Background: an optimization exercise with open tools, aiming at small area. Do not read the settings as production practice. Function was checked by simulation only, so behaviour that the tests miss may differ from the original. The clock input has no modelled driver; a real chip could not lean on it and would need a root buffer or a full tree. No activity file was given, so power comes from the tool's default toggle rates.

==> job 8146 <==
// top
module top(
		o_seg_enb,
		o_seg_dp,
		o_seg,
		o_alarm,
		i_sw0,
		i_sw1,
		i_sw2,
		i_sw3,
		clk,
		rst_n);
output	[5:0]	o_seg_enb	;
output		o_seg_dp	;
output	[6:0]	o_seg		;
output		o_alarm		;
input		i_sw0		;
input		i_sw1		;
input		i_sw2		;
input		i_sw3		;
input		clk		;
input		rst_n		;
reg	[4:0]	c0;
reg	[2:0]	b0;	 
reg	[4:0]	b1;	 
reg	[1:0]	b2;	 
reg		c0_f;
always @(*) begin
	case ({c0[3], c0[1], c0[0], c0[4]})
	4'd0: c0_f = 1'b1;
	4'd1: c0_f = 1'b0;
	4'd2: c0_f = 1'b1;
	4'd3: c0_f = 1'b0;
	4'd4: c0_f = 1'b0;
	4'd5: c0_f = 1'b1;
	4'd6: c0_f = 1'b1;
	4'd7: c0_f = 1'b0;
	4'd8: c0_f = 1'b0;
	4'd9: c0_f = 1'b1;
	4'd10: c0_f = 1'b0;
	4'd11: c0_f = 1'b1;
	4'd12: c0_f = 1'b0;
	4'd13: c0_f = 1'b0;
	4'd14: c0_f = 1'b0;
	4'd15: c0_f = 1'b0;
	endcase
end
wire	c0_w = (c0 == 5'd16);	 
wire	b0_w = (b0 == 3'd7);
wire	b1_w = (b1 == 5'd24);
always @(posedge clk or negedge rst_n) begin
	if (!rst_n) begin
		c0 <= 5'd0; b0 <= 3'd0; b1 <= 5'd0; b2 <= 2'd0;
	end else begin
		c0 <= {c0[3:0], c0_f};
		if (c0_w) begin
			b0 <= b0 + 3'd1;
			if (b0_w) begin
				b1 <= b1_w ? 5'd0 : b1 + 5'd1;
				if (b1_w) b2 <= b2 + 2'd1;
			end
		end
	end
end
wire	c0_0	= (c0 == 5'd0);	 
wire	c0_1	= (c0 == 5'd1);	 
wire	c0_2	= (c0 == 5'd3);	 
wire	c0_3	= (c0 == 5'd7);	 
wire	clk_bit	= b2[0];	 
wire	clk_1hz	= b2[1];	 
wire	disp_p	= c0_0 & b0[0];			 
wire	sw_p	= c0_0 & (b0 == 3'd4);		 
wire	b_4	= (b0 == 3'd4);
wire	p101	= c0_1 & b_4;
wire	p102	= c0_2 & b_4;
wire	p103	= c0_3 & b_4;
wire	bz	= (b0 == 3'd0) & (b1 == 5'd0);
wire	mel_p	= c0_0 & bz & b2[0];		 
wire	t10000	= c0_0 & bz & (b2 == 2'd2);
wire	t10001	= c0_1 & bz & (b2 == 2'd2);
reg	[3:0]	d1, d2;
reg	[2:0]	d3;	 
always @(posedge clk or negedge rst_n) begin
	if (!rst_n) begin
		d1 <= 4'h0; d2 <= 4'h0; d3 <= 3'h0;
	end else if (sw_p) begin
		d1 <= ~{i_sw3, i_sw2, i_sw1, i_sw0};
		d2 <= d1;
		d3 <= {d2[3], d2[1:0]};
	end
end
wire	n2 = d1[2] & ~d2[2];		 
wire	e0 = d2[0] & ~d3[0];		 
wire	e1 = d2[1] & ~d3[1];
wire	e3 = d2[3] & ~d3[2];
reg	[1:0]	mode;
reg		pos;
reg		alarm_en;
always @(posedge clk or negedge rst_n) begin
	if (!rst_n) begin
		mode <= 2'd0; pos <= 1'b0; alarm_en <= 1'b0;
	end else if (p101) begin
  ...
clock: 20.0 ns
lec_check: 0
cap_margin: 20
core_margin: 2
core_utilization: 70
slew_margin: 20
standard.sh (not shown) runs the stock make flow with config.mk's settings and CLKGATE_MAP_FILE= SYNTH_SCRIPT=/design/flow/synth_recipe.tcl, a recipe that flattens the netlist after the stock synthesis.
==> flow/flow/run.sh <==
#!/bin/bash
# Own layout flow: the standard synthesis, then its combinational logic re-mapped
# for area (registers untouched), then the standard layout steps from floorplan on.
set -euo pipefail
W=$PWD
F=$W/flow
R=$W/orfs/results/$FLOW_PLATFORM/top/base
PLAT=$FLOW_HOME/platforms/$FLOW_PLATFORM

bash standard.sh synth > $W/log_1_standard_synth.log 2>&1
cp $R/1_2_yosys.v $W/1_2_yosys.standard.v

printf 'set_driving_cell sky130_fd_sc_hd__buf_1\nset_load 5\n' > $W/abc.constr
export RS_LIB=$PLAT/lib/sky130_fd_sc_hd__tt_025C_1v80.lib
export RS_IN=$W/1_2_yosys.standard.v
export RS_TOP=$FLOW_TOP
export RS_CONSTR=$W/abc.constr
export RS_PERIOD_PS=$(python3 -c "print(int(round($FLOW_PERIOD_NS*1000)))")
export RS_DONT_USE="$(sed -n '/DONT_USE_CELLS/,/^$/p' $PLAT/config.mk | grep -o 'sky130_fd_sc_hd__[a-z0-9_]*' | tr '\n' ' ')"
# one re-mapping per random seed of ABC's &deepsyn, in parallel; keep the smallest
for S in 1 2 3 4; do
  sed "s/@SEED@/$S/" $F/area.abc > $W/area_$S.abc
  ( RS_ABC=$W/area_$S.abc RS_OUT=$W/1_2_yosys.resyn_$S.v \
      yosys -c $F/resyn.tcl > $W/log_2_resyn_$S.log 2>&1 ) &
done
wait
best=$(for S in 1 2 3 4; do
  a=$(grep "Chip area for module" $W/log_2_resyn_$S.log | tail -1 | awk '{print $NF}')
  [ -n "$a" ] && echo "$a $S"
done | sort -g | head -1 | awk '{print $2}')
echo "resyn seed $best" > $W/log_2_resyn_choice.log
cp $W/1_2_yosys.resyn_$best.v $R/1_2_yosys.v

bash standard.sh do-1_synth > $W/log_3_synth_odb.log 2>&1
export OWN_FLOW_DIR=$F
export OWN_CLK_SLEW_TARGET=0.105
bash standard.sh \
  "POST_CTS_TCL=$F/post_cts.tcl" \
  "BUFFER_PORTS_ARGS=-buffer_cell sky130_fd_sc_hd__buf_1" \
  "CTS_ARGS=-sink_clustering_enable -repair_clock_nets -dont_use_dummy_load -buf_list sky130_fd_sc_hd__clkbuf_8 -root_buf sky130_fd_sc_hd__clkbuf_8 -sink_clustering_size 40 -sink_clustering_max_diameter 150" \
  finish > $W/log_4_standard_finish.log 2>&1
==> flow/flow/area.abc <==
strash
&get -n
&deepsyn -T 90 -S @SEED@
&put
dch -f
amap
topo
==> flow/flow/resyn.tcl <==
# Re-map the combinational logic of the standard synthesis netlist for area.
# The flip-flops stay as they are (same instances, names and cell types).
set lib $::env(RS_LIB)
yosys read_liberty -ignore_miss_func $lib
yosys read_verilog $::env(RS_IN)
yosys hierarchy -top $::env(RS_TOP)
yosys blackbox sky130_fd_sc_hd__df*
yosys flatten
yosys delete t:\$scopeinfo
yosys opt -purge
set du {}
foreach c $::env(RS_DONT_USE) { lappend du -dont_use $c }
yosys abc -script $::env(RS_ABC) -liberty $lib {*}$du -constr $::env(RS_CONSTR) -D $::env(RS_PERIOD_PS)
yosys opt_clean -purge
yosys hilomap -singleton -hicell sky130_fd_sc_hd__conb_1 HI -locell sky130_fd_sc_hd__conb_1 LO
yosys splitnets
yosys opt_clean -purge
yosys stat -liberty $lib
yosys write_verilog -noattr -noexpr -nohex -nodec $::env(RS_OUT)
Other scripts of this flow, unchanged in this note and not shown: flow/flow/clk_tree.tcl, flow/flow/post_cts.tcl
==> inputs of job 6863, as changes to job 8146 <==
--- a/flow/design.v
+++ b/flow/design.v
@@ -258,40 +258,18 @@
 		5'd8: th = 4'd9;	 
 		5'd16: th = 4'd8;	 
 		default: th = 4'd8;
 	endcase
 end
 reg	[3:0]	tc;
-reg	[3:0]	tci;
-always @(*) begin
-	case (tc)
-		4'd1: tci = 4'd0;
-		4'd2: tci = 4'd1;
-		4'd3: tci = 4'd4;
-		4'd4: tci = 4'd2;
-		4'd5: tci = 4'd8;
-		4'd6: tci = 4'd5;
-		4'd7: tci = 4'd10;
-		4'd8: tci = 4'd14;
-		4'd9: tci = 4'd3;
-		4'd10: tci = 4'd7;
-		4'd11: tci = 4'd9;
-		4'd12: tci = 4'd13;
-		4'd13: tci = 4'd6;
-		4'd14: tci = 4'd12;
-		4'd15: tci = 4'd11;
-		default: tci = 4'd14;
-	endcase
-end
-wire	hit = (tci >= th);
 always @(posedge clk) begin
-	if (!al) tc <= 4'd8;
-	else if (hit) tc <= 4'd1;
-	else tc <= {tc[2:0], tc[3] ^ tc[2]};
+	if (!al) tc <= 4'd15;
+	else if (tc >= th) tc <= 4'd0;
+	else tc <= tc + 4'd1;
 end
 reg		tone;
 always @(posedge clk or negedge rst_n) begin
 	if (!rst_n) tone <= 1'b0;
-	else if (al && hit) tone <= ~tone;
+	else if (al && tc >= th) tone <= ~tone;
 end
 assign	o_alarm = tone & al & clk_bit;
 endmodule
==> flow/flow/run.sh (replaced) <==
#!/bin/bash
# Own layout flow: the standard synthesis, then its combinational logic re-mapped
# for area (registers untouched), then the standard layout steps from floorplan on.
set -euo pipefail
W=$PWD
F=$W/flow
R=$W/orfs/results/$FLOW_PLATFORM/top/base
PLAT=$FLOW_HOME/platforms/$FLOW_PLATFORM

bash standard.sh synth > $W/log_1_standard_synth.log 2>&1
cp $R/1_2_yosys.v $W/1_2_yosys.standard.v

printf 'set_driving_cell sky130_fd_sc_hd__buf_1\nset_load 5\n' > $W/abc.constr
export RS_LIB=$PLAT/lib/sky130_fd_sc_hd__tt_025C_1v80.lib
export RS_IN=$W/1_2_yosys.standard.v
export RS_OUT=$W/1_2_yosys.resyn.v
export RS_TOP=$FLOW_TOP
export RS_ABC=$F/area.abc
export RS_CONSTR=$W/abc.constr
export RS_PERIOD_PS=$(python3 -c "print(int(round($FLOW_PERIOD_NS*1000)))")
export RS_DONT_USE="$(sed -n '/DONT_USE_CELLS/,/^$/p' $PLAT/config.mk | grep -o 'sky130_fd_sc_hd__[a-z0-9_]*' | tr '\n' ' ')"
yosys -c $F/resyn.tcl > $W/log_2_resyn.log 2>&1
cp $RS_OUT $R/1_2_yosys.v

bash standard.sh do-1_synth > $W/log_3_synth_odb.log 2>&1
export OWN_FLOW_DIR=$F
export OWN_CLK_SLEW_TARGET=0.105
bash standard.sh \
  "POST_CTS_TCL=$F/post_cts.tcl" \
  "BUFFER_PORTS_ARGS=-buffer_cell sky130_fd_sc_hd__buf_1" \
  "CTS_ARGS=-sink_clustering_enable -repair_clock_nets -dont_use_dummy_load -buf_list sky130_fd_sc_hd__clkbuf_8 -root_buf sky130_fd_sc_hd__clkbuf_8 -sink_clustering_size 40 -sink_clustering_max_diameter 150" \
  finish > $W/log_4_standard_finish.log 2>&1
==> flow/flow/area.abc (replaced) <==
strash
&get -n
&deepsyn -T 60
&put
dch -f
amap
topo
==> inputs of job 2277, as changes to job 8146 <==
--- a/flow/design.v
+++ b/flow/design.v
@@ -74,19 +74,21 @@
 wire	p102	= c0_2 & b_4;
 wire	p103	= c0_3 & b_4;
 wire	bz	= (b0 == 3'd0) & (b1 == 5'd0);
 wire	mel_p	= c0_0 & bz & b2[0];		 
 wire	t10000	= c0_0 & bz & (b2 == 2'd2);
 wire	t10001	= c0_1 & bz & (b2 == 2'd2);
-reg	[3:0]	d1, d2;
+reg	[3:0]	d1;
+always @(posedge clk or negedge rst_n) begin
+	if (!rst_n) d1 <= 4'h0;
+	else if (sw_p) d1 <= ~{i_sw3, i_sw2, i_sw1, i_sw0};
+end
+reg	[3:0]	d2;
 reg	[2:0]	d3;	 
-always @(posedge clk or negedge rst_n) begin
-	if (!rst_n) begin
-		d1 <= 4'h0; d2 <= 4'h0; d3 <= 3'h0;
-	end else if (sw_p) begin
-		d1 <= ~{i_sw3, i_sw2, i_sw1, i_sw0};
+always @(posedge clk) begin
+	if (sw_p) begin
 		d2 <= d1;
 		d3 <= {d2[3], d2[1:0]};
 	end
 end
 wire	n2 = d1[2] & ~d2[2];		 
 wire	e0 = d2[0] & ~d3[0];		 
--- a/flow/flow/resyn.tcl
+++ b/flow/flow/resyn.tcl
@@ -1,13 +1,13 @@
 # Re-map the combinational logic of the standard synthesis netlist for area.
 # The flip-flops stay as they are (same instances, names and cell types).
 set lib $::env(RS_LIB)
 yosys read_liberty -ignore_miss_func $lib
 yosys read_verilog $::env(RS_IN)
 yosys hierarchy -top $::env(RS_TOP)
-yosys blackbox sky130_fd_sc_hd__df*
+yosys blackbox sky130_fd_sc_hd__*df*
 yosys flatten
 yosys delete t:\$scopeinfo
 yosys opt -purge
 set du {}
 foreach c $::env(RS_DONT_USE) { lappend du -dont_use $c }
 yosys abc -script $::env(RS_ABC) -liberty $lib {*}$du -constr $::env(RS_CONSTR) -D $::env(RS_PERIOD_PS)
==> metrics.md <==
| Metric | Value |
|---|---|
| Core Region | `between 4000 and 5000 um2` |
| PwrDens | `around 58 nW/um2` |
| Met1 usage | `a little over two fifths` |
| Final Cycle Share | `between 30% and 40%` |
| Post-Synthesis Cells | `approximately 410` |
| Invs w/o clock | `67` |
| Routability Congestion | `~1` |
| Status | `timing/DRC/antenna clean` |
| Dpl hpwl | `just under 6000 um` |
| Reg power frac | `between 60% and 70%` |
| FP Rows | `25` |
# the run above: job 2277

==> metrics.md <==
| Metric | Value |
|---|---|
| Status | `timing/DRC/antenna clean` |
| Reg power frac | `between 60% and 70%` |
| Post-Synthesis Cells | `422` |
| Final Cycle Share | `between 30% and 40%` |
| Routability Congestion | `around 0.9` |
| Met1 usage | `between 40 and 50%` |
| PwrDens | `between 50 and 60 nW/um2` |
| Dpl hpwl | `about 5800 um` |
| FP Rows | `26` |
# the run above: job 8146

==> metrics.md <==
| Metric | Value |
|---|---|
| Max-area cell class | `sequential cells` |
| Reg power frac | `about two thirds` |
| Met1 usage | `between 40% and 50%` |
| PwrDens | `about 57 nW/um2` |
| Yosys warns | `1` |
| Dpl hpwl | `roughly 5600 um` |
| Post-Synthesis Cells | `around 430` |
| Status | `timing/DRC/antenna clean` |
| Slew Limit Fails | `0` |
| Invs w/o clock | `75` |
| FP Rows | `26` |
| CP top delay family | `simple AND/OR/NAND/NOR gates` |
| Core Region | `5010 um2` |
| Final Cycle Share | `between 30% and 40%` |
# the run above: job 6863

No run of this note takes its clock network from TritonCTS; it comes from the design's own scripts or RTL.

## re-timing with driven ports
How much do the figures lean on ideal ports? The routed layouts below were timed once more, with nothing changed but the port constraints.
Step 1 sets driving cells, clkbuf_16 on the clock port and buf_2 on the other inputs (assumed; they add their load-dependent delay and slew).
Step 2 moves the port delays by t, midway between the first and last clock arrival at a register: inputs arrive t later, outputs are due t later. That takes back most of the time a late clock gives input paths.
Three values: ideal, step 1, step 2; two values: the first two.
| run | t, ns | slack for setup (ns) | worst setup path at the end | clock arrival spread, ns |
|---|---|---|---|---|
| job 8146 | 0.450 | 12.573 / 12.547 / 12.996 | register to output | 0.017 / 0.017 |
| job 6863 | 0.416 | 12.387 / 12.359 / 12.775 | register to output | 0.019 / 0.019 |
| job 2277 | 0.448 | 12.273 / 12.244 / 12.692 | register to output | 0.022 / 0.022 |
After both steps setup and hold are still met in every run listed.
